From an optimization exercise on the open Yosys and OpenROAD flow, aimed at small area; shortcuts taken in it are not production practice.
At most, simulation tests tie the RTL to the original design; equivalence was not proved.
The flow treats the clock pin as an ideal source. Dropping or thinning the clock tree relies on that and would not hold on a real chip.
Power is estimated from default activity; no workload was simulated.

==> module ROBA, before the edit <==
module ROBA(
    input [15:0] a,
    input [15:0] b,
    input        s,
    output [31:0] p
    );
function [4:0] rexp;
    input [15:0] v;
    integer i;
    reg [3:0] e;
    reg up;
    begin
        e = 4'd0; up = 1'b0;
        for (i = 1; i < 16; i = i + 1)
            if (v[i]) begin
                e = i;
                up = (i >= 2) ? v[i-1] : 1'b0;
            end
        rexp = {up, e + up};
    end
endfunction
wire [4:0] ra = rexp(a);
wire [4:0] rb = rexp(b);
wire [3:0] ea = ra[3:0];
wire [3:0] eb = rb[3:0];
wire [16:0] d;
genvar i;
generate
    for (i = 0; i < 15; i = i + 1) begin : g_d
        assign d[i] = (|b[15:i+1]) ? b[i] : rb[4];
    end
endgenerate
assign d[15] = rb[4];
assign d[16] = rb[4];
wire [15:0] am = a - s;
wire [45:0] t1w = {15'd0, am, {15{s}}} << eb;
wire [30:0] t1 = t1w[45:15];
wire [30:0] t2 = {{14{d[16]}}, d} << ea;
SUMX sum(t1, t2, s, p);
endmodule
==> module SUMX, before the edit <==
module SUMX(
    input [30:0] t1,
    input [30:0] t2,
    input        s,
    output [31:0] p
    );
assign p = {s, {31{s}} ^ (t1 + t2)};
endmodule
export LEC_CHECK = 0
export CAP_MARGIN = 0
export CELL_PAD_IN_SITES_DETAIL_PLACEMENT = 0
export CELL_PAD_IN_SITES_GLOBAL_PLACEMENT = 0
export CORE_MARGIN = 2
export CORE_UTILIZATION = 70
export GPL_TIMING_DRIVEN = 0
export PLACE_DENSITY = 0.75
export SLEW_MARGIN = 0
create_clock -name core_clock -period 10.0 [get_ports {clk}]
standard.sh (not shown) runs the stock make flow with config.mk's settings and CLKGATE_MAP_FILE= SYNTH_SCRIPT=/design/flow/synth_recipe.tcl, a recipe that flattens the netlist after the stock synthesis.
==> flow/flow/run.sh <==
#!/bin/bash
# Own area-oriented synthesis (flow/synth.tcl), then the standard layout
# with single-strength port buffers and a small clock tree. Full tool output
# goes to flow.log here; ORFS's per-step logs are under orfs/logs/.
# The adder module keeps the structure Yosys gives it (one mapping pass);
# the rest gets a heavier area script.
set -euo pipefail
HERE=$(pwd)
export MY_ABC_SCRIPTS="MAGS:$HERE/flow/abc_area.script ROBA:$HERE/flow/abc_area.script SUMX:$HERE/flow/abc_keep.script mult_top:$HERE/flow/abc_keep.script"
bash standard.sh SYNTH_SCRIPT=$HERE/flow/synth.tcl \
  "BUFFER_PORTS_ARGS=-buffer_cell sky130_fd_sc_hd__buf_1" \
  "CTS_ARGS=-sink_clustering_enable -repair_clock_nets -dont_use_dummy_load -root_buf sky130_fd_sc_hd__clkbuf_4 -buf_list sky130_fd_sc_hd__clkbuf_4" \
  finish > $HERE/flow.log 2>&1
==> flow/flow/abc_area.script <==
strash
dc2
dch -f
amap
strash
dc2
dch -f
amap
topo
==> flow/flow/abc_keep.script <==
strash
dch -f
amap
topo
==> flow/flow/synth.tcl <==
# Area-oriented synthesis: ORFS's synth.tcl without the Kogge-Stone adder map
# and full-adder extraction. The hierarchy is kept through technology mapping
# so that each module gets its own ABC script (MY_ABC_SCRIPTS holds
# module:script pairs), then the design is flattened as the standard
# synthesis does.
proc synth {args} { yosys synth -nofsm -noshare {*}$args }
source $::env(SCRIPTS_DIR)/synth_preamble.tcl
read_checkpoint $::env(RESULTS_DIR)/1_1_yosys_canonicalize.rtlil
hierarchy -check -top $::env(DESIGN_NAME)
synth -run :fine
synth -top $::env(DESIGN_NAME) -run fine:
chformal -remove
delete t:\$print
renames -wire
opt -purge
dfflibmap {*}$lib_args {*}$lib_dont_use_args
opt
setundef -zero
foreach ms $::env(MY_ABC_SCRIPTS) {
  set m [lindex [split $ms :] 0]
  set s [lindex [split $ms :] 1]
  abc -script $s {*}$lib_args {*}$lib_dont_use_args $m
}
# left out here: clear keep_hierarchy, flatten
splitnets
opt_clean -purge
hilomap -singleton -hicell {*}$::env(TIEHI_CELL_AND_PORT) -locell {*}$::env(TIELO_CELL_AND_PORT)
insbuf -buf {*}$::env(MIN_BUF_CELL_AND_PORTS)
tee -o $::env(REPORTS_DIR)/synth_stat.txt stat {*}$lib_args
check -assert -mapped
# left out here: clean up, hide names made inside functions, write 1_2_yosys.v
log_cmd exec cp $::env(SDC_FILE) $::env(RESULTS_DIR)/1_synth.sdc
Edit:
--- a/flow/design.v
+++ b/flow/design.v
@@ -44,21 +44,24 @@
     end
 endgenerate
 assign d[15] = rb[4];
 assign d[16] = rb[4];
-wire [15:0] am = a - s;
-wire [45:0] t1w = {15'd0, am, {15{s}}} << eb;
-wire [30:0] t1 = t1w[45:15];
-wire [30:0] t2 = {{14{d[16]}}, d} << ea;
-SUMX sum(t1, t2, s, p);
+wire [16:0] an = s ? -{1'b0, a} : {1'b0, a};
+wire [16:0] dn = d ^ {17{s}};
+wire [29:0] t1 = {{13{an[16]}}, an} << eb;
+wire [44:0] t2w = {{13{dn[16]}}, dn, {15{s}}} << ea;
+wire [29:0] t2 = t2w[44:15];
+wire [29:0] lo;
+SUMX sum(t1, t2, s, lo);
+assign p = {s, s | (a[15] & b[15]), lo};
 endmodule
 module SUMX(
-    input [30:0] t1,
-    input [30:0] t2,
+    input [29:0] t1,
+    input [29:0] t2,
     input        s,
-    output [31:0] p
+    output [29:0] p
     );
-assign p = {s, {31{s}} ^ (t1 + t2)};
+assign p = t1 + t2 + s;
 endmodule
 `timescale 1ns / 1ps
 module mult_top(
     input clk,
Global-route usage rose by 0.33 points.
Sequential cell count stays the same.
Setup slack is better by 540 ps.
Wire length is about the same.
Utilization fell by 0.84 points.
Cell area fell by 1.6%.
Die area fell by 1.7%.
Function not checked in the first run of this note: the RTL went through the layout flow alone.

---

Another version of the RTL of mult_top (not shown whole).
Size: roughly 65 flip-flops.
==> module ROBA, before the edit <==
module ROBA(
    input [15:0] a,
    input [15:0] b,
    input        s,
    output [31:0] p
    );
function [4:0] rexp;
    input [15:0] v;
    integer i;
    reg [15:0] h;      
    reg [3:0] e;
    reg up;
    begin
        h[15] = 1'b1;
        for (i = 14; i >= 0; i = i - 1)
            h[i] = h[i+1] & ~v[i+1];
        e = 4'd0; up = 1'b0;
        for (i = 0; i < 16; i = i + 1)
            if (v[i] & h[i]) e = e | i;
        for (i = 2; i < 16; i = i + 1)
            up = up | (v[i] & h[i] & v[i-1]);
        rexp = {up, e + up};
    end
endfunction
wire [4:0] ra = rexp(a);
wire [4:0] rb = rexp(b);
wire [3:0] ea = ra[3:0];
wire [3:0] eb = rb[3:0];
wire [15:0] hb;      
assign hb[15] = 1'b1;
genvar i;
generate
    for (i = 14; i >= 0; i = i - 1) begin : g_h
        assign hb[i] = hb[i+1] & ~b[i+1];
    end
endgenerate
wire [16:0] d;
generate
    for (i = 0; i < 15; i = i + 1) begin : g_d
        assign d[i] = hb[i] ? rb[4] : b[i];
    end
endgenerate
assign d[15] = rb[4];
assign d[16] = rb[4];
wire [16:0] an = s ? -{1'b0, a} : {1'b0, a};
wire [16:0] dn = d ^ {17{s}};
wire [29:0] t1 = {{13{an[16]}}, an} << eb;
wire [44:0] t2w = {{13{dn[16]}}, dn, {15{s}}} << ea;
wire [29:0] t2 = t2w[44:15];
wire [29:0] lo;
SUMX sum(t1, t2, s, lo);
assign p = {s, s | (a[15] & b[15]), lo};
endmodule
Settings: LEC_CHECK=0, CAP_MARGIN=0, CELL_PAD_IN_SITES_DETAIL_PLACEMENT=0, CELL_PAD_IN_SITES_GLOBAL_PLACEMENT=0, CORE_MARGIN=2, CORE_UTILIZATION=70, GPL_TIMING_DRIVEN=0, PLACE_DENSITY=0.75, SLEW_MARGIN=0; clock period 10.0 ns.
==> flow/flow/run.sh <==
#!/bin/bash
# Own area-oriented synthesis (flow/synth.tcl), then the standard layout
# with single-strength port buffers and a small clock tree. Full tool output
# goes to flow.log here; ORFS's per-step logs are under orfs/logs/.
# The adder module keeps the structure Yosys gives it (one mapping pass);
# the rounding and shifting module gets LUT mapping with don't-care
# resynthesis (mfs) before cell mapping; the rest a plain area script. 
# After CTS, flow/clock_tree.tcl replaces TritonCTS's two-level tree with
# four clkbuf_8 leaves driven from the clock port, one per register cluster.
set -euo pipefail
HERE=$(pwd)
export MY_ABC_SCRIPTS="MAGS:$HERE/flow/abc_area.script ROBA:$HERE/flow/abc_mfs.script SUMX:$HERE/flow/abc_keep.script mult_top:$HERE/flow/abc_keep.script"
export MY_CTS_N=4 MY_CTS_CELL=sky130_fd_sc_hd__clkbuf_8 MY_CTS_PORT=clk
export MY_CTS_SLACKCAP=1 MY_CTS_SLEW_LIMIT=0.115
bash standard.sh SYNTH_SCRIPT=$HERE/flow/synth.tcl \
  POST_CTS_TCL=$HERE/flow/clock_tree.tcl \
  "BUFFER_PORTS_ARGS=-buffer_cell sky130_fd_sc_hd__buf_1" \
  "CTS_ARGS=-sink_clustering_enable -repair_clock_nets -dont_use_dummy_load -root_buf sky130_fd_sc_hd__clkbuf_4 -buf_list sky130_fd_sc_hd__clkbuf_4" \
  finish > $HERE/flow.log 2>&1
Scripts as last shown in full above: flow/flow/abc_area.script, flow/flow/abc_keep.script, flow/flow/synth.tcl
Other scripts of this flow, unchanged in this note and not shown: flow/flow/abc_mfs.script, flow/flow/clock_tree.tcl
Next try:
--- a/flow/design.v
+++ b/flow/design.v
@@ -36,24 +36,17 @@
     end
 endfunction
 wire [4:0] ra = rexp(a);
 wire [4:0] rb = rexp(b);
 wire [3:0] ea = ra[3:0];
 wire [3:0] eb = rb[3:0];
-wire [15:0] hb;      
-assign hb[15] = 1'b1;
+wire [16:0] d;
 genvar i;
 generate
-    for (i = 14; i >= 0; i = i - 1) begin : g_h
-        assign hb[i] = hb[i+1] & ~b[i+1];
-    end
-endgenerate
-wire [16:0] d;
-generate
     for (i = 0; i < 15; i = i + 1) begin : g_d
-        assign d[i] = hb[i] ? rb[4] : b[i];
+        assign d[i] = (|b[15:i+1]) ? b[i] : rb[4];
     end
 endgenerate
 assign d[15] = rb[4];
 assign d[16] = rb[4];
 wire [16:0] an = s ? -{1'b0, a} : {1'b0, a};
 wire [16:0] dn = d ^ {17{s}};
Outcome: Critical path depth rose by 1. Worst hold slack gets worse by 0.041 ns. Worst setup slack gets better by 0.50 ns. Routed wire length fell by a few percent. Register-to-register slack gets better by 0.50 ns. Die area is about the same. Flip-flop and latch count is unchanged. Power fell by a few percent. Fmax rose by a few percent.
No functional check of the RTL was part of the first run of this note. In every run of this note, the design's own scripts or RTL, not TritonCTS, make the clock network.

[static timing again, ports no longer ideal]
No port has a modelled driver above. Below, the same layouts with a new extraction and two added sets of constraints.
Step 1 (the two cells are an assumption about what drives the block):
set clk [get_ports {clk}]
set_driving_cell -lib_cell sky130_fd_sc_hd__clkbuf_16 $clk
set_driving_cell -lib_cell sky130_fd_sc_hd__buf_2 [delete_from_list [all_inputs] $clk]
Step 2 times the ports against the registers' clock, not the clock port: input delays grow and output delays shrink by t, the midpoint of the rising clock arrivals with the driver on.
Three values: no drivers, after step 1, after step 2; two values: the first two.
| run | shift t [ns] | setup WS [ns] | hold slack, ns | worst setup path after step 2 | clock arrival spread, ns |
|---|---|---|---|---|---|
| the first run of note 1 | 0.440 | 1.480 / 1.480 / 1.480 | 0.993 / 0.993 / 0.993 | register to register | 0.025 / 0.025 |
| the second run of note 1 | 0.454 | 2.015 / 2.015 / 2.015 | 0.539 / 0.539 / 0.539 | register to register | 0.034 / 0.034 |
| the first run of note 2 | 0.222 | 0.768 / 0.768 / 0.768 | 0.589 / 0.589 / 0.589 | register to register | 0.005 / 0.005 |
| the second run of note 2 | 0.223 | 1.272 / 1.272 / 1.272 | 0.548 / 0.548 / 0.548 | register to register | 0.010 / 0.010 |
After both steps setup and hold are still met in every run listed.
